Background: an optimization exercise with open tools, aiming at small area. Do not read the settings as production practice. No functional check of the RTL was part of this run. Power and IR drop assume default switching activity.

## flow/config.mk

```make
export PLATFORM = sky130hd
export DESIGN_NAME = riscv_top
export DESIGN_NICKNAME = riscv_top
export VERILOG_FILES = /design/flow/design.v
export SDC_FILE = /design/flow/constraint.sdc
export NUM_CORES = 4
export LEC_CHECK = 0
export CAP_MARGIN = 20
export CORE_MARGIN = 2
export CORE_UTILIZATION = 40
export SLEW_MARGIN = 20
```

## flow/run.sh

```bash
#!/bin/bash
# synth_recipe.tcl (not shown) runs the flow's synth.tcl, then flattens the netlist and writes it again
# the make line also repeats each setting of config.mk as NAME=value (left out here)
make -C /OpenROAD-flow-scripts/flow DESIGN_CONFIG=/design/flow/config.mk WORK_HOME=/design/flow/orfs CLKGATE_MAP_FILE= SYNTH_SCRIPT=/design/flow/synth_recipe.tcl finish
```

## flow/design.v

```verilog
module alu (
	input wire  [31:0] a,
	input wire  [31:0] b,
	input wire  [3:0]  alu_ctrl,  
	output reg  [31:0] op,
	output wire 	   zero
);
    wire [3:0] ALU_ADD 	 = 4'b0000;
    wire [3:0] ALU_SUB 	 = 4'b0001;
    wire [3:0] ALU_SLL 	 = 4'b0010;
    wire [3:0] ALU_SLT 	 = 4'b0011;
    wire [3:0] ALU_SLTU  = 4'b0100;
    wire [3:0] ALU_XOR   = 4'b0101;
    wire [3:0] ALU_SRL   = 4'b0110;
    wire [3:0] ALU_SRA   = 4'b0111;
    wire [3:0] ALU_OR 	 = 4'b1000;
    wire [3:0] ALU_AND 	 = 4'b1001;
    wire [3:0] ALU_PASSB = 4'b1010;
	always @(*) begin
		case (alu_ctrl)
			ALU_ADD:   op = a + b;										 
			ALU_SUB:   op = a - b;										 
			ALU_SLL:   op = a << b[4:0];								 
			ALU_SLT:   op = ($signed(a) < $signed(b)) ? 32'd1 : 32'd0;	 
			ALU_SLTU:  op = (a < b) ? 32'd1 : 32'd0;					 
			ALU_XOR:   op = a ^ b;										 
			ALU_SRL:   op = a >> b[4:0];								 
			ALU_SRA:   op = $signed(a) >>> b[4:0];						 
			ALU_OR:    op = a | b;										 
			ALU_AND:   op = a & b;										 
			ALU_PASSB: op = b;                                         	 
			default:   op = 32'd0;										 
		endcase
	end
	assign zero = (op == 32'd0);
endmodule
module alu_decode(
    input  wire [2:0] alu_op,
    input  wire [2:0] funct3,
    input  wire       funct7_b5,
    output reg  [3:0] alu_ctrl
);
localparam ALU_ADD   = 4'b0000;
localparam ALU_SUB   = 4'b0001;
localparam ALU_SLL   = 4'b0010;
localparam ALU_SLT   = 4'b0011;
localparam ALU_SLTU  = 4'b0100;
localparam ALU_XOR   = 4'b0101;
localparam ALU_SRL   = 4'b0110;
localparam ALU_SRA   = 4'b0111;
localparam ALU_OR    = 4'b1000;
localparam ALU_AND   = 4'b1001;
localparam ALU_PASSB = 4'b1010;
always @(*) begin
    case(alu_op)
        3'b101: alu_ctrl = ALU_PASSB;  
        3'b010: begin  
            case(funct3)
                3'b000:  alu_ctrl = (funct7_b5) ? ALU_SUB : ALU_ADD;
                3'b001:  alu_ctrl = ALU_SLL;
                3'b010:  alu_ctrl = ALU_SLT;
                3'b011:  alu_ctrl = ALU_SLTU;
                3'b100:  alu_ctrl = ALU_XOR;
                3'b101:  alu_ctrl = (funct7_b5) ? ALU_SRA : ALU_SRL;
                3'b110:  alu_ctrl = ALU_OR;
                3'b111:  alu_ctrl = ALU_AND;
                default: alu_ctrl = ALU_ADD;
            endcase
        end
        3'b011: begin  
            case(funct3)
                3'b000:  alu_ctrl = ALU_ADD;
                3'b001:  alu_ctrl = ALU_SLL;
                3'b010:  alu_ctrl = ALU_SLT;
                3'b011:  alu_ctrl = ALU_SLTU;
                3'b100:  alu_ctrl = ALU_XOR;
                3'b101:  alu_ctrl = (funct7_b5) ? ALU_SRA : ALU_SRL;
                3'b110:  alu_ctrl = ALU_OR;
                3'b111:  alu_ctrl = ALU_AND;
                default: alu_ctrl = ALU_ADD;
            endcase
        end
        3'b001: begin  
            case(funct3)
                3'b000:  alu_ctrl = ALU_SUB;   
                3'b001:  alu_ctrl = ALU_SUB;   
                3'b100:  alu_ctrl = ALU_SLT;   
                3'b101:  alu_ctrl = ALU_SLT;   
                3'b110:  alu_ctrl = ALU_SLTU;  
                3'b111:  alu_ctrl = ALU_SLTU;  
                default: alu_ctrl = ALU_SUB;
            endcase
        end
        3'b000:  alu_ctrl = ALU_ADD;    
        default: alu_ctrl = ALU_ADD;
    endcase
end
endmodule
module csr_regfile (
    input  wire        clk,
    input  wire        rst_n,
    input  wire        instr_retired,
    input  wire        ext_irq,
    input  wire        csr_access,        
    input  wire        csr_we,            
    input  wire [11:0] csr_waddr,         
    input  wire [11:0] csr_raddr,         
    input  wire [31:0] csr_wdata,
    input  wire        trap_we,           
    input  wire [31:0] trap_mepc,
    input  wire [31:0] trap_mstatus,
    input  wire [31:0] trap_mtval,
    input  wire [31:0] trap_mcause,
    output reg  [31:0] csr_rdata,         
    output wire [31:0] csr_mstatus,
    output wire [31:0] csr_mepc,
    output wire [31:0] csr_mcause,
    output wire [31:0] csr_mtvec,
    output wire [31:0] csr_misa,
    output wire [31:0] csr_mscratch,
    output wire [31:0] csr_mcycle,
    output wire [31:0] csr_minstret,
    output wire [31:0] csr_mie,
    output wire [31:0] csr_mip,
    output wire [31:0] csr_mtval,         
    output wire        csr_ilgl_instr
);
    wire       csr_read_check;              
    wire       csr_write_check;             
    reg [31:0] mstatus;
    reg [31:0] mtvec;
    reg [31:0] mepc;
    reg [31:0] mcause;
    reg [31:0] mtval;
    reg [31:0] misa;
    reg [31:0] mscratch;
    reg [31:0] mcycle;
    reg [31:0] minstret;
    reg [31:0] mie;
    reg [31:0] mip;
    assign csr_read_check =
       (csr_raddr == 12'h300)
    || (csr_raddr == 12'h301)
    || (csr_raddr == 12'h304)
    || (csr_raddr == 12'h305)
    || (csr_raddr == 12'h340)
    || (csr_raddr == 12'h341)
    || (csr_raddr == 12'h342)
    || (csr_raddr == 12'h343)
    || (csr_raddr == 12'h344)
    || (csr_raddr == 12'hB00)
    || (csr_raddr == 12'hB02);
    assign csr_write_check = (csr_waddr == 12'h301) || (csr_waddr == 12'h344);   
    always @(*) begin
        case (csr_raddr)
            12'h300: csr_rdata = mstatus;
            12'h301: csr_rdata = misa;
            12'h304: csr_rdata = mie;
            12'h305: csr_rdata = mtvec;
            12'h340: csr_rdata = mscratch;
            12'h341: csr_rdata = mepc;
            12'h342: csr_rdata = mcause;
            12'h343: csr_rdata = mtval;
            12'h344: csr_rdata = mip;
            12'hB00: csr_rdata = mcycle;
            12'hB02: csr_rdata = minstret;
            default: begin
                csr_rdata = 32'b0;
            end
        endcase
    end
    always @(posedge clk or negedge rst_n) begin
        if (!rst_n) begin
            mstatus  <= 32'b0;
            mepc     <= 32'b0;
            mcause   <= 32'b0;
            mtvec    <= 32'b0;
            mtval    <= 32'b0;
            misa     <= 32'h40000100;
            mscratch <= 32'b0;
            mie      <= 32'b0;
            mip      <= 32'b0;
            mcycle   <= 32'b0;
            minstret <= 32'b0;
        end
        else begin
            mcycle  <= mcycle + 1;
            mip[11] <= ext_irq;
            if (instr_retired) begin
            minstret <= minstret + 1;
            end
            if (trap_we) begin                              
                mstatus <= trap_mstatus;
                mepc    <= trap_mepc;
                mcause  <= trap_mcause;
                mtval   <= trap_mtval;
            end
            else if (csr_we) begin
                case (csr_waddr)                            
                    12'h300: mstatus  <= csr_wdata;
                    12'h304: mie      <= csr_wdata;
                    12'h305: mtvec    <= csr_wdata;
                    12'h340: mscratch <= csr_wdata;
                    12'h341: mepc     <= csr_wdata;
                    12'h342: mcause   <= csr_wdata;
                    12'h343: mtval    <= csr_wdata;
                    12'hB00: mcycle   <= csr_wdata;
                    12'hB02: minstret <= csr_wdata;
                    default:                     ;
                endcase
            end
        end
    end
    assign csr_mstatus  = mstatus;
    assign csr_mtvec    = mtvec;
    assign csr_mepc     = mepc;
    assign csr_mcause   = mcause;
    assign csr_mtval    = mtval;
    assign csr_misa     = misa;
    assign csr_mscratch = mscratch;
    assign csr_mcycle   = mcycle;
    assign csr_minstret = minstret;
    assign csr_mie      = mie;
    assign csr_mip      = mip;
    assign csr_ilgl_instr = (csr_access && !csr_read_check) || (csr_we && csr_write_check);
endmodule
module imm_gen (
    input wire [31:0] instr,             
    output reg [31:0] imm                
);
    wire [6:0] opcode = instr[6:0];      
    always @(*) begin
        case (opcode) 
            7'b0010011,
            7'b0000011,
            7'b1100111:
                imm = {{20{instr[31]}}, instr[31:20]};                                               
            7'b0100011: 
                imm = {{20{instr[31]}}, instr[31:25], instr[11:7]};                                  
            7'b1100011:
                imm = {{19{instr[31]}}, instr[31], instr[7], instr[30:25], instr[11:8], 1'b0};       
            7'b0110111,
            7'b0010111:
                imm = {instr[31:12], 12'b0};                                                         
            7'b1101111:
                imm = {{11{instr[31]}}, instr[31], instr[19:12], instr[20], instr[30:21], 1'b0};     
            default:
                imm = 32'b0;
        endcase
    end
endmodule
module load_store_unit (
    input  wire        clk,
    input  wire [31:0] addr,
    input  wire [31:0] store_data,
    input  wire [2:0]  funct3,
    input  wire        mem_read,
    input  wire        mem_write,
    input  wire [31:0] mem_rdata,
    output wire [31:0] data_addr,
    output wire [31:0] data_wdata,
    output wire [3:0]  data_be,
    output reg  [31:0] load_data,
    output wire        misaligned_exc
);
    assign data_addr = addr;
    reg [3:0] be;
    always @(*) begin
        if (mem_write) begin
            case (funct3[1:0])
                2'b00: begin  
                    case (addr[1:0])
                        2'b00: be = 4'b0001;
                        2'b01: be = 4'b0010;
                        2'b10: be = 4'b0100;
                        2'b11: be = 4'b1000;
                    endcase
                end
                2'b01: begin  
                    case (addr[1])
                        1'b0: be = 4'b0011;
                        1'b1: be = 4'b1100;
                    endcase
                end
                2'b10: be = 4'b1111;  
                default: be = 4'b0000;
            endcase
        end else begin
            be = 4'b0000;
        end
    end
    assign data_be = be;
    reg [31:0] wdata;
    always @(*) begin
        case (funct3[1:0])
            2'b00: begin  
                case (addr[1:0])
                    2'b00: wdata = {24'b0, store_data[7:0]};
                    2'b01: wdata = {16'b0, store_data[7:0], 8'b0};
                    2'b10: wdata = {8'b0, store_data[7:0], 16'b0};
                    2'b11: wdata = {store_data[7:0], 24'b0};
                endcase
            end
            2'b01: begin  
                case (addr[1])
                    1'b0: wdata = {16'b0, store_data[15:0]};
                    1'b1: wdata = {store_data[15:0], 16'b0};
                endcase
            end
            2'b10: wdata = store_data;  
            default: wdata = store_data;
        endcase
    end
    assign data_wdata = wdata;
    always @(*) begin
        case (funct3)
            3'b000: begin  
                case (addr[1:0])
                    2'b00: load_data = {{24{mem_rdata[7]}},  mem_rdata[7:0]};
                    2'b01: load_data = {{24{mem_rdata[15]}}, mem_rdata[15:8]};
                    2'b10: load_data = {{24{mem_rdata[23]}}, mem_rdata[23:16]};
                    2'b11: load_data = {{24{mem_rdata[31]}}, mem_rdata[31:24]};
                endcase
            end
            3'b001: begin  
                case (addr[1])
                    1'b0: load_data = {{16{mem_rdata[15]}}, mem_rdata[15:0]};
                    1'b1: load_data = {{16{mem_rdata[31]}}, mem_rdata[31:16]};
                endcase
            end
            3'b010: load_data = mem_rdata;  
            3'b100: begin  
                case (addr[1:0])
                    2'b00: load_data = {24'b0, mem_rdata[7:0]};
                    2'b01: load_data = {24'b0, mem_rdata[15:8]};
                    2'b10: load_data = {24'b0, mem_rdata[23:16]};
                    2'b11: load_data = {24'b0, mem_rdata[31:24]};
                endcase
            end
            3'b101: begin  
                case (addr[1])
                    1'b0: load_data = {16'b0, mem_rdata[15:0]};
                    1'b1: load_data = {16'b0, mem_rdata[31:16]};
                endcase
            end
            default: load_data = mem_rdata;
        endcase
    end
    assign misaligned_exc = (mem_read || mem_write) && (
        (funct3[1:0] == 2'b10 && addr[1:0] != 2'b00) ||  
        (funct3[1:0] == 2'b01 && addr[0]   != 1'b0)     
    );
endmodule
module main_decode(
    input wire  [6:0]  opcode,
    input wire  [2:0]  funct3,
    input wire  [11:0] funct12,
    input wire  [4:0]  csr_src,
    output reg         reg_write,    
    output reg         alu_src,       
    output reg         mem_write,
    output reg         mem_read,
    output reg  [1:0]  reg_mux,    
    output reg  [2:0]  alu_op,
    output reg         branch,
    output reg         jump,
    output reg         op1_src,       
    output reg         is_ecall,
    output reg         is_ebreak,
    output reg         is_wfi,
    output reg         csr_write,
    output reg         jalr,
    output wire [2:0]  csr_op,
    output reg         csr_mret,
    output reg         decode_ilgl_instr
);
assign csr_op = funct3;
always @(*) begin
    reg_write  = 0;
    alu_src    = 0;
    mem_write  = 0;
    mem_read   = 0;
    reg_mux    = 2'b00;
    alu_op     = 3'b000;
    branch     = 0;
    jump       = 0;
    op1_src    = 0;
    is_ecall   = 0;
    is_ebreak  = 0;
    csr_write  = 0;
    jalr       = 0;
    csr_mret   = 0;
    is_wfi     = 0;
    decode_ilgl_instr = 0;
    case (opcode[6:2])
        5'b01100: begin  
            reg_write = 1;
            alu_op    = 3'b010;
        end
        5'b00100: begin  
            alu_src   = 1;
            reg_write = 1;
            alu_op    = 3'b011;
        end
        5'b00000: begin  
            alu_src    = 1;
            reg_write  = 1;
            mem_read   = 1;
            reg_mux    = 2'b01;
            alu_op     = 3'b000;
        end
        5'b01000: begin  
            alu_src   = 1;
            mem_write = 1;
            alu_op    = 3'b000;
        end
        5'b11000: begin  
            branch = 1;
            alu_src = 0;
            alu_op  = 3'b001;
        end
        5'b11011: begin  
            jump       = 1;
            reg_write  = 1;
            alu_src    = 1;
            op1_src    = 1;
            reg_mux    = 2'b10;
            alu_op     = 3'b000;
        end
        5'b11001: begin  
            jump       = 1;
            alu_src    = 1;
            reg_mux    = 2'b10;
            reg_write  = 1;
            alu_op     = 3'b000;
            jalr       = 1;
        end
        5'b01101: begin  
            alu_src   = 1;
            reg_write = 1;
            alu_op    = 3'b101;
        end
        5'b00101: begin  
            alu_src   = 1;
            reg_write = 1;
            op1_src   = 1;
            alu_op    = 3'b000;
        end
        5'b00011: begin  
            if (funct3 == 3'b000) begin
            end
            else if (funct3 == 3'b001) begin
            end
            else begin
                decode_ilgl_instr = 1;
            end
        end
        5'b11100: begin  
            if (funct3 == 3'b000) begin
                if (funct12 == 12'h000)
                    is_ecall = 1;
                else if (funct12 == 12'h001)
                    is_ebreak = 1;
                else if (funct12 == 12'h302)
                    csr_mret = 1;
                else if (funct12 == 12'h105)
                    is_wfi = 1;
                else
                    decode_ilgl_instr = 1;
            end
            else begin
                reg_mux    = 2'b11;
                reg_write  = 1;
                case (funct3)
                    3'b001:  csr_write = 1;                  
                    3'b010:  csr_write = (csr_src != 5'd0);  
                    3'b011:  csr_write = (csr_src != 5'd0);  
                    3'b101:  csr_write = 1;                  
                    3'b110:  csr_write = (csr_src != 5'd0);  
                    3'b111:  csr_write = (csr_src != 5'd0);  
                    default: begin
                        csr_write  = 0;
                        decode_ilgl_instr = 1;
                    end
                endcase
            end
        end
        default: begin
            decode_ilgl_instr = 1;
        end
    endcase
end
endmodule
module pc (
    input  wire        clk,
    input  wire        rst,
    input  wire [31:0] pc_next,
    input  wire        sleeping,
    output reg  [31:0] pc
);
    always @(posedge clk or negedge rst) begin
        if (!rst)
            pc <= 32'b0;
        else if (sleeping)           
            pc <= pc;                
        else                         
            pc <= pc_next;
    end
endmodule
module pc_mux (
    input wire [31:0] pc,
    input wire [31:0] imm,
    input wire [31:0] rs1_data,      
    input wire [2:0]  funct3,        
    input wire [31:0] alu_result,    
    input wire        alu_zero,      
    input wire        trap_taken,
    input wire        mret_taken,
    input wire        branch,
    input wire        jump,
    input wire        jalr,          
    input wire [31:0] trap_target_pc,
    output reg [31:0] pc_next
);
    wire [31:0] pc_4;
    wire [31:0] branch_targ;
    wire [31:0] jump_targ;
    reg         take_branch;
    assign pc_4 = pc + 32'd4;
    assign branch_targ =  pc + imm;
    assign jump_targ = jalr ? ((rs1_data + imm) & ~32'b1) : (pc + imm);
    always @(*) begin
        case(funct3)
            3'b000:  take_branch = alu_zero;            
            3'b001:  take_branch = !alu_zero;           
            3'b100:  take_branch = alu_result[0];       
            3'b101:  take_branch = !alu_result[0];      
            3'b110:  take_branch = alu_result[0];       
            3'b111:  take_branch = !alu_result[0];      
            default: take_branch = 1'b0;
        endcase
    end
    always @(*) begin
        if (trap_taken || mret_taken)
            pc_next = trap_target_pc;
        else if (jump)
            pc_next = jump_targ;
        else if (branch && take_branch)
            pc_next = branch_targ;
        else
            pc_next = pc_4;
    end
endmodule
module regfile (
    input wire         clk,          
    input wire         reset,        
    input wire         we,           
    input wire  [4:0]  rs1_addr,     
    input wire  [4:0]  rs2_addr,     
    input wire  [4:0]  rd_addr,      
    input wire  [31:0] w_data,       
    output wire [31:0] rs1_data,     
    output wire [31:0] rs2_data      
);
reg [31:0] reg_array[31:0];
integer i;
always @(posedge clk) begin
    if (!reset) begin
        for (i = 0; i < 32; i=i+1) begin
            reg_array[i] <= 0;
        end
    end else if (we && (rd_addr != 5'b00000)) begin
        reg_array[rd_addr] <= w_data;
    end
end
assign rs1_data = reg_array[rs1_addr];
assign rs2_data = reg_array[rs2_addr];
endmodule
module trap_ctrl (
    input  wire [31:0] pc,                        
    input  wire [31:0] fault_instr,               
    input  wire [31:0] fault_addr,
    input  wire        illegal_instr,
    input  wire        ecall,
    input  wire        ebreak,
    input  wire        instr_misalign,
    input  wire        load_misalign,
    input  wire        store_misalign,            
    input  wire        ext_irq,                   
    input  wire [31:0] csr_mstatus,
    input  wire [31:0] csr_mtvec,
    input  wire [31:0] csr_mcause,
    input  wire [31:0] csr_mtval,
    input  wire [31:0] csr_mie,
    input  wire [31:0] csr_mip,
    input  wire [31:0] csr_mepc,                  
    input  wire        csr_mret,                  
    output wire        trap_taken,                
    output wire        mret_taken,                
    output wire        interrupt_pending,
    output reg  [31:0] trap_target_pc,            
    output reg         csr_trap_we,               
    output reg  [31:0] trap_mepc,
    output reg  [31:0] trap_mcause,
    output reg  [31:0] trap_mtval,
    output reg  [31:0] trap_mstatus
);
    assign interrupt_pending = ext_irq && csr_mie[11] && csr_mip[11] && csr_mstatus[3];           
    assign trap_taken = illegal_instr || ecall || ebreak || instr_misalign || load_misalign || store_misalign || interrupt_pending;
    assign mret_taken = csr_mret;
    wire [1:0]  mtvec_mode;
    wire [31:0] mtvec_base;
    assign mtvec_mode = csr_mtvec[1:0];
    assign mtvec_base = {csr_mtvec[31:2], 2'b00};
    always @(*) begin
        csr_trap_we    = 0;
        trap_mepc      = csr_mepc;
        trap_mcause    = csr_mcause;
        trap_mtval     = 32'h0;
        trap_mstatus   = csr_mstatus;
        trap_target_pc = 32'b0;
        if (trap_taken) begin 
            csr_trap_we     = 1;
            trap_mepc       = pc;
            trap_mstatus[7] = csr_mstatus[3];
            trap_mstatus[3] = 1'b0;
            if (interrupt_pending && (mtvec_mode == 2'b01))          
                trap_target_pc = mtvec_base + 32'd44;                
            else
                trap_target_pc = mtvec_base;                         
            if (instr_misalign) begin
                trap_mcause     = 32'h0;
                trap_mtval      = pc;
            end
            else if (illegal_instr) begin
                trap_mcause     = 32'h2;
                trap_mtval      = fault_instr;
            end
            else if (ebreak) begin
                trap_mcause     = 32'h3;
                trap_mtval      = 0;
            end
            else if (load_misalign) begin
                trap_mcause     = 32'h4;
                trap_mtval      = fault_addr;
            end
            else if (store_misalign) begin
                trap_mcause     = 32'h6;
                trap_mtval      = fault_addr;
            end
            else if (ecall) begin
                trap_mcause     = 32'hB;
                trap_mtval      = 0;
            end
            else if (interrupt_pending) begin
                trap_mcause     = 32'h8000000B;
                trap_mtval      = 0;
            end
        end
        else if (mret_taken) begin
            csr_trap_we     = 1;
            trap_target_pc  = csr_mepc;
            trap_mstatus[3] = csr_mstatus[7];
            trap_mstatus[7] = 1'b1;
        end
    end
endmodule
module riscv_top (
    input  wire        clk,
    input  wire        rst_n,
    input  wire        ext_irq,
    output wire [31:0] pc_out,
    input  wire [31:0] instr_in,
    output wire [31:0] data_addr,
    output wire [31:0] data_wdata,
    output wire [3:0]  data_be,
    output wire        data_re,
    input  wire [31:0] data_rdata
);
    wire [31:0] pc_current;
    wire [31:0] pc_next;
    wire [31:0] pc_plus_4;
    wire [31:0] pc_target;
    wire        reg_write;
    wire        alu_src;
    wire        op1_src;
    wire [1:0]  reg_mux;
    wire [2:0]  alu_op;
    wire [3:0]  alu_ctrl;
    wire        branch;
    wire        jump;
    wire        is_ecall;
    wire        is_ebreak;
    wire        csr_write;
    wire [2:0]  csr_op;
    wire        csr_trap_we;
    wire        illegal_instr;
    wire        instr_misalign;
    wire        load_misalign;
    wire        store_misalign;
    wire        trap_taken;
    wire        mret_taken;
    wire        csr_mret;
    wire        instr_retired;
    wire        csr_access;
    wire        csr_ilgl_instr;
    wire        decode_ilgl_instr;
    wire        is_wfi;
    wire        interrupt_pending;
    wire [31:0] rd1_data;
    wire [31:0] rd2_data;
    reg  [31:0] write_data;  
    wire [31:0] operand_a;
    wire [31:0] operand_b;
    wire [31:0] alu_result;
    wire        alu_zero;
    wire [31:0] imm_ext;
    wire        jalr;
    wire [11:0] csr_addr;
    wire [31:0] csr_rdata;
    wire [31:0] csr_wdata;
    wire [31:0] csr_mstatus;
    wire [31:0] csr_mcause;
    wire [31:0] csr_mtval;
    wire [31:0] csr_mtvec;
    wire [31:0] csr_misa;
    wire [31:0] csr_mscratch;
    wire [31:0] csr_mcycle;
    wire [31:0] csr_minstret;
    wire [31:0] csr_mie;
    wire [31:0] csr_mip;
    wire [31:0] csr_mepc;
    wire [31:0] trap_mcause;
    wire [31:0] trap_mepc;
    wire [31:0] trap_mtval;
    wire [31:0] trap_mstatus;
    wire [31:0] trap_target_pc;
    reg         sleeping;        
    pc pc_unit (
        .clk(clk),
        .rst(rst_n),
        .sleeping(sleeping),
        .pc_next(pc_next),
        .pc(pc_current)
    );
    assign pc_plus_4 = pc_current + 4;
    assign pc_out    = pc_current;
    wire mem_write_internal;
    main_decode control (
        .opcode     (instr_in[6:0]),
        .funct3     (instr_in[14:12]),
        .funct12    (instr_in[31:20]),
        .reg_write  (reg_write),
        .alu_src    (alu_src),
        .mem_write  (mem_write_internal),
        .mem_read   (data_re),
        .reg_mux    (reg_mux),
        .alu_op     (alu_op),
        .branch     (branch),
        .jump       (jump),
        .op1_src    (op1_src),
        .is_ecall   (is_ecall),
        .is_ebreak  (is_ebreak),                      
        .is_wfi     (is_wfi),
        .csr_write  (csr_write),                      
        .jalr(jalr),
        .csr_op(csr_op),
        .csr_mret(csr_mret),
        .decode_ilgl_instr(decode_ilgl_instr),
        .csr_src(instr_in[19:15])
    );
    reg    [31:0] csr_wdata_int;
    assign        csr_wdata = csr_wdata_int;
    assign        illegal_instr = decode_ilgl_instr || csr_ilgl_instr;
    always @(*) begin
        case (csr_op)
            3'b001:  csr_wdata_int = rd1_data;                                   
            3'b010:  csr_wdata_int = csr_rdata | rd1_data;                       
            3'b011:  csr_wdata_int = csr_rdata & ~rd1_data;                      
            3'b101:  csr_wdata_int = {27'b0, instr_in[19:15]};                   
            3'b110:  csr_wdata_int = csr_rdata | {27'b0, instr_in[19:15]};       
            3'b111:  csr_wdata_int = csr_rdata & ~{27'b0, instr_in[19:15]};      
            default: csr_wdata_int = 32'b0;
        endcase
    end
    always @(posedge clk or negedge rst_n) begin
        if (!rst_n)
            sleeping <= 1'b0;
        else if (interrupt_pending)
            sleeping <= 1'b0;
        else if (is_wfi)
            sleeping <= 1'b1;
    end
    alu_decode control_alu(
        .alu_op(alu_op),
        .funct3(instr_in[14:12]),
        .funct7_b5(instr_in[30]),
        .alu_ctrl(alu_ctrl)
    );
    wire [31:0] load_data_internal;
    wire        misaligned_exc;
    load_store_unit lsu (
        .clk            (clk),
        .addr           (alu_result),
        .store_data     (rd2_data),
        .funct3         (instr_in[14:12]),
        .mem_read       (data_re),
        .mem_write      (mem_write_internal),
        .mem_rdata      (data_rdata),
        .data_addr      (data_addr),
        .data_wdata     (data_wdata),
        .data_be        (data_be),
        .load_data      (load_data_internal),
        .misaligned_exc (misaligned_exc)
    );
    regfile rf (
        .clk        (clk),
        .reset      (rst_n),
        .we         (reg_write),
        .rs1_addr   (instr_in[19:15]),
        .rs2_addr   (instr_in[24:20]),
        .rd_addr    (instr_in[11:7]),
        .w_data     (write_data),
        .rs1_data   (rd1_data),
        .rs2_data   (rd2_data)
    );
    imm_gen ig (
        .instr      (instr_in),
        .imm    (imm_ext)
    );
    assign operand_a = (op1_src) ? pc_current : rd1_data;
    assign operand_b = (alu_src) ? imm_ext : rd2_data;
    alu main_alu (
        .a          (operand_a),
        .b          (operand_b),
        .alu_ctrl   (alu_ctrl),
        .op         (alu_result),
        .zero       (alu_zero)
    );
    always @(*) begin
        case (reg_mux)
            2'b00: write_data = alu_result;
            2'b01: write_data = load_data_internal;
            2'b10: write_data = pc_plus_4;
            2'b11: write_data = csr_rdata;
            default: write_data = 32'b0;
        endcase
    end
    pc_mux pc_logic (
        .pc(pc_current),
        .imm(imm_ext),
        .rs1_data(rd1_data),
        .funct3(instr_in[14:12]),
        .alu_result(alu_result),
        .alu_zero(alu_zero),
        .mret_taken(mret_taken),
        .trap_taken(trap_taken),
        .branch(branch),
        .jump(jump),
        .jalr(jalr),
        .trap_target_pc(trap_target_pc),
        .pc_next(pc_next)
    );
    csr_regfile csr_reg (
        .clk(clk),
        .rst_n(rst_n),
        .instr_retired(instr_retired),
        .ext_irq(ext_irq),
        .csr_access(csr_access),
        .csr_ilgl_instr(csr_ilgl_instr),
        .csr_we(csr_write),
        .csr_waddr(csr_addr),
        .csr_raddr(csr_addr),
        .csr_wdata(csr_wdata),
        .csr_rdata(csr_rdata),
        .csr_mstatus(csr_mstatus),
        .csr_mepc(csr_mepc),
        .csr_mtvec(csr_mtvec),
        .csr_mtval(csr_mtval),
        .csr_mcause(csr_mcause),
        .csr_misa(csr_misa),
        .csr_mscratch(csr_mscratch),
        .csr_mcycle(csr_mcycle),
        .csr_minstret(csr_minstret),
        .csr_mie(csr_mie),
        .csr_mip(csr_mip),
        .trap_we(csr_trap_we),
        .trap_mcause(trap_mcause),
        .trap_mepc(trap_mepc),
        .trap_mstatus(trap_mstatus),
        .trap_mtval(trap_mtval)
    );
    assign csr_addr = instr_in[31:20];
    assign csr_access = (instr_in[6:2] == 5'b11100) && (csr_op != 3'b000);
    assign instr_retired = !trap_taken && rst_n && !sleeping;  
    trap_ctrl trap_ctrl (
        .pc(pc_current),
        .fault_instr(instr_in[31:0]),
        .fault_addr(alu_result),
        .illegal_instr(illegal_instr),
        .instr_misalign(instr_misalign),
        .load_misalign(load_misalign),
        .store_misalign(store_misalign),
        .ecall(is_ecall),
        .ebreak(is_ebreak),
        .ext_irq(ext_irq),
        .csr_mstatus(csr_mstatus),
        .csr_mepc(csr_mepc),
        .csr_mtvec(csr_mtvec),
        .csr_mtval(csr_mtval),
        .csr_mcause(csr_mcause),
        .csr_mie(csr_mie),
        .csr_mip(csr_mip),
        .csr_mret(csr_mret),
        .trap_taken(trap_taken),
        .mret_taken(mret_taken),
        .interrupt_pending(interrupt_pending),
        .trap_target_pc(trap_target_pc),
        .csr_trap_we(csr_trap_we),
        .trap_mcause(trap_mcause),
        .trap_mepc(trap_mepc),
        .trap_mstatus(trap_mstatus),
        .trap_mtval(trap_mtval)
    );
    assign instr_misalign = 1'b0;
    assign store_misalign = misaligned_exc && mem_write_internal;
    assign load_misalign  = misaligned_exc && data_re;
endmodule
```

## flow/constraint.sdc

```tcl
create_clock -name core_clock -period 13.0 [get_ports {clk}]
set_input_delay 2.6000 -clock core_clock [delete_from_list [all_inputs] [get_ports {clk}]]
set_output_delay 2.6000 -clock core_clock [all_outputs]
set_load 0.01 [all_outputs]
```

==> impl_metrics.yaml <==
timing:
  timing.hold.ws_ps: 463.2
  maxSlewViolCount: 0
  setup_viol: 0
  fin_worst_skew_ps: 66.15
  worstMarginPinSlew_ps: 1247
  layout_setup_ws_ps: 187.2
  slew_headroom_pct: 16.20
  final_hold_viol_count: 0
  fin_crit_ps: 12810
  period_share_pct: 98.56
  rsz0062_at_grt: "no"
  clock.fmax_ghz: 0.07805
finish:
  areaGrowthSynthToFinish_pct: 13.80
  final_common_cell: "nor2_1"
  fin_area_um2: 98380
  nNetsFinal: 8817
  drive_above_1_share_pct: 16.32
  mostFrequentLayoutCells: "nor2_1 (1454), edfxtp_1 (1024), nand2_1 (619), mux2i_1 (561), buf_4 (519)"
synth:
  ys_seq_area_share_pct: 44.89
  synth_ff_type: "edfxtp_1"
  yosys-top-cells-area: "edfxtp_1 (36%), dfrtp_1 (9.3%), mux4_2 (9.0%)"
  synth-edff-count: 1024
  async_flop_share_pct: 23.92
  synthCells: 8410
  syn_area_per_cell_um2: 10.28
  synth-seq-cells: 1346
  synth_area_leader_cell: "edfxtp_1"
  synth_area_um2: 86450
  yosysTopAreaCellShare_pct: 35.57
  yosysWarnings: 11
  synth_cell_types: 124
worst_setup_path:
  cp_slowest_cell: "mux2_2"
  path_class: "in -> out"
  r2r_slack_ps: 3780
  required_ps: 10400
  critPathArrivalTime_ps: 10210
  critPathMaxFanout: 56
  ff2ff_path_depth: 28
  cp.depth: 25
  rr_startpoint: "rf.reg_array[31][14]"
  critical-path-top-delay-family: "buffers and inverters"
  r2r_end: "rf.reg_array[4][9]"
  worst-path-buf-inv: 6
  cp-end-kind: "output pin"
  max_stage_delay_ps: 580
  start_kind: "primary input"
global_routing:
  grt_max_degree: 109
  grt_antenna_before_repair: 29
  grt_pass1_vias: 76467
  grtUsageTotal_pct: 41.84
  grt_pass1_wl_um: 634900
  overflow: 0
detailed_routing:
  drtIter0Drc: 13008
  wl_per_cell_um: 40.67
  final_antenna_net_count: 0
  vias: 80046
  drc_errors: 0
  drt_wl_total_um: 470200
  first_pass_iters: 7
  vias_per_cell: 6.924
place:
  hpwl_um: 323000
  dpl-instance-area_um2: 93280
  routabilityCongestion: 1.065
  pre_cts_slack_ps: -16.17
  port_buffers: 167
power_and_ir_drop:
  finalPower_mw: 13.93
  p_leak_nw: 38.10
  p_per_area_nw_per_um2: 141.6
  vdd_drop_max_mv: 0.1514
clock_network:
  cts_tree: "done"
  cts_made_buffers: 150
  clock_latency_ps: 840
  cts.sinks: 1346
  hold_buffers: 0
  cts_max_level: 4
  clk_pin_slew_worst_paths_ps: 60
  root_buffer: "clkbuf_16"
  clockBufferDepth: 3
floorplan:
  rows: 170
  die_h_um: 468.9
  die_x_um: 468.9
  ios: 168
  start_util_pct: 40.28
  dieArea_um2: 219900
  core_um2: 214600
run:
  cap_violations: 0
worst_hold_path:
  min_from: "csr_reg.mcause[16]"
  hold_depth: 2
  hold_end: "csr_reg.mcause[16]"
  hold_path_class: "reg -> reg"
outcome:
  status: "complete, no violations"
## tightest hold or removal path: cells and delay by family, from the launching register on
kind | cells | cell delay (ps)
AND/OR/NAND/NOR | 2 | 100
flip-flops | 1 | 340
## synthesized netlist by cell type, types with 140 or more instances
master    number
nand2_1      688
ha_1         162
nor2_1      1464
xnor2_1      140
a21oi_1      463
clkbuf_1     481
a22oi_1      287
mux2i_1      562
nand3_1      168
mux4_2       344
o21ai_0      409
dfrtp_1      322
edfxtp_1    1024
inv_1        161
## power breakdown
part           switching, mW  total [mW]  internal, mW
combinational           3.31        4.64          1.33
clock                   1.91        4.35          2.44
sequential             0.136        4.94          4.81
## metal layers
metal / GRT usage, % / vias to the layer above / share of wire (%)
met5: 0 / - / 0.023
met4: 33.81 / 16 / 9.9
met3: 11.82 / 1788 / 13
met2: 62.29 / 6600 / 43
met1: 50.65 / 39865 / 35
li1: - / 31777 / -
## sequential cells by signal (all words and copies together), names as in the netlist
signal / flops
csr_reg.mcause: 32
csr_reg.mepc: 32
sleeping: 1
csr_reg.mtvec: 32
pc_unit.pc: 32
csr_reg.mtval: 32
csr_reg.mcycle: 32
csr_reg.mie: 32
csr_reg.mstatus: 32
csr_reg.mscratch: 32
csr_reg.minstret: 32
rf.reg_array: 1024
csr_reg.mip: 1
## what timing repair did
action	CTS	global route
cloned	0	1
gates resized for setup	0	10
setup buffers	4	0
pin swaps	0	0
setup endpoints to repair	3	31
## stage by stage
| stage | cells | setup TNS, ps | util [%] |
|---|---|---|---|
| finish | 11561 | 0 | 45.84 |
| global route | 11545 | 0 | 45.82 |
| CTS | 11538 | 0 | 45.78 |
| detailed placement | 11264 | -16.17 | 43.46 |
| global placement | 11263 | 0 | 43.45 |
| floorplan | 8441 | 0 | - |
## cell families (layout without fill, tap and decap cells)
kind of cell             count (synthesis)  count (layout)  share of synthesized area [%]
AO/OA/AOI/OAI                         2026            2026                          15.53
flip-flops                            1346            1346                          44.89
AND/OR/NAND/NOR                       2808            2809                          13.96
adder cells (fa/ha/maj)                166             166                          2.437
XOR/XNOR                               205             205                          2.077
multiplexers                           953             953                          16.12
other                                    1              53                       0.004338
buffers and inverters                  905            1165                          4.988
## cell type report
type | count | area (um^2)
Antenna cell | 21 | 52.55
Clock buffer | 195 | 4045
Clock inverter | 75 | 878.3
Fill cell | 20029 | 116200
Inverter | 176 | 666.9
Multi-Input combinational cell | 6191 | 44150
Sequential cell | 1346 | 38810
Tap cell | 2838 | 3551
Timing Repair Buffer | 719 | 6226
## worst max-delay path by stage
stage | end | from | slack, ps
after global routing | data_wdata[7] | instr_in[20] | 5
final | data_wdata[7] | instr_in[21] | 190
after floorplan | data_be[2] | instr_in[20] | 40
after global placement | data_wdata[4] | instr_in[20] | 110
after CTS | data_wdata[7] | instr_in[20] | 110
after detailed placement | data_wdata[7] | instr_in[17] | -20

[re-timing with driven ports]
How much do the figures lean on ideal ports? The routed layout below was timed once more, with nothing changed but the port constraints.
Step 1 sets driving cells, clkbuf_16 on the clock port and buf_2 on the other inputs (assumed; they add their load-dependent delay and slew).
Step 2 also shifts input and output timing later by t, the mid clock arrival at the registers, as if the neighbouring blocks saw the same clock.
Slacks: no drivers / after step 1 / after step 2; pairs: no drivers / after step 1.
t (ns): 0.905
setup slack, ns: 0.187 / 0.137 / 0.137
worst hold slack (ns): 0.463 / 0.463 / 0.463
worst setup path after step 2: input to output
clock arrival spread, ns: 0.066 / 0.066
After both steps setup and hold are still met in this run. The setup slack of this run moves by -0.050 ns with the drivers and by -0.050 ns with both steps.
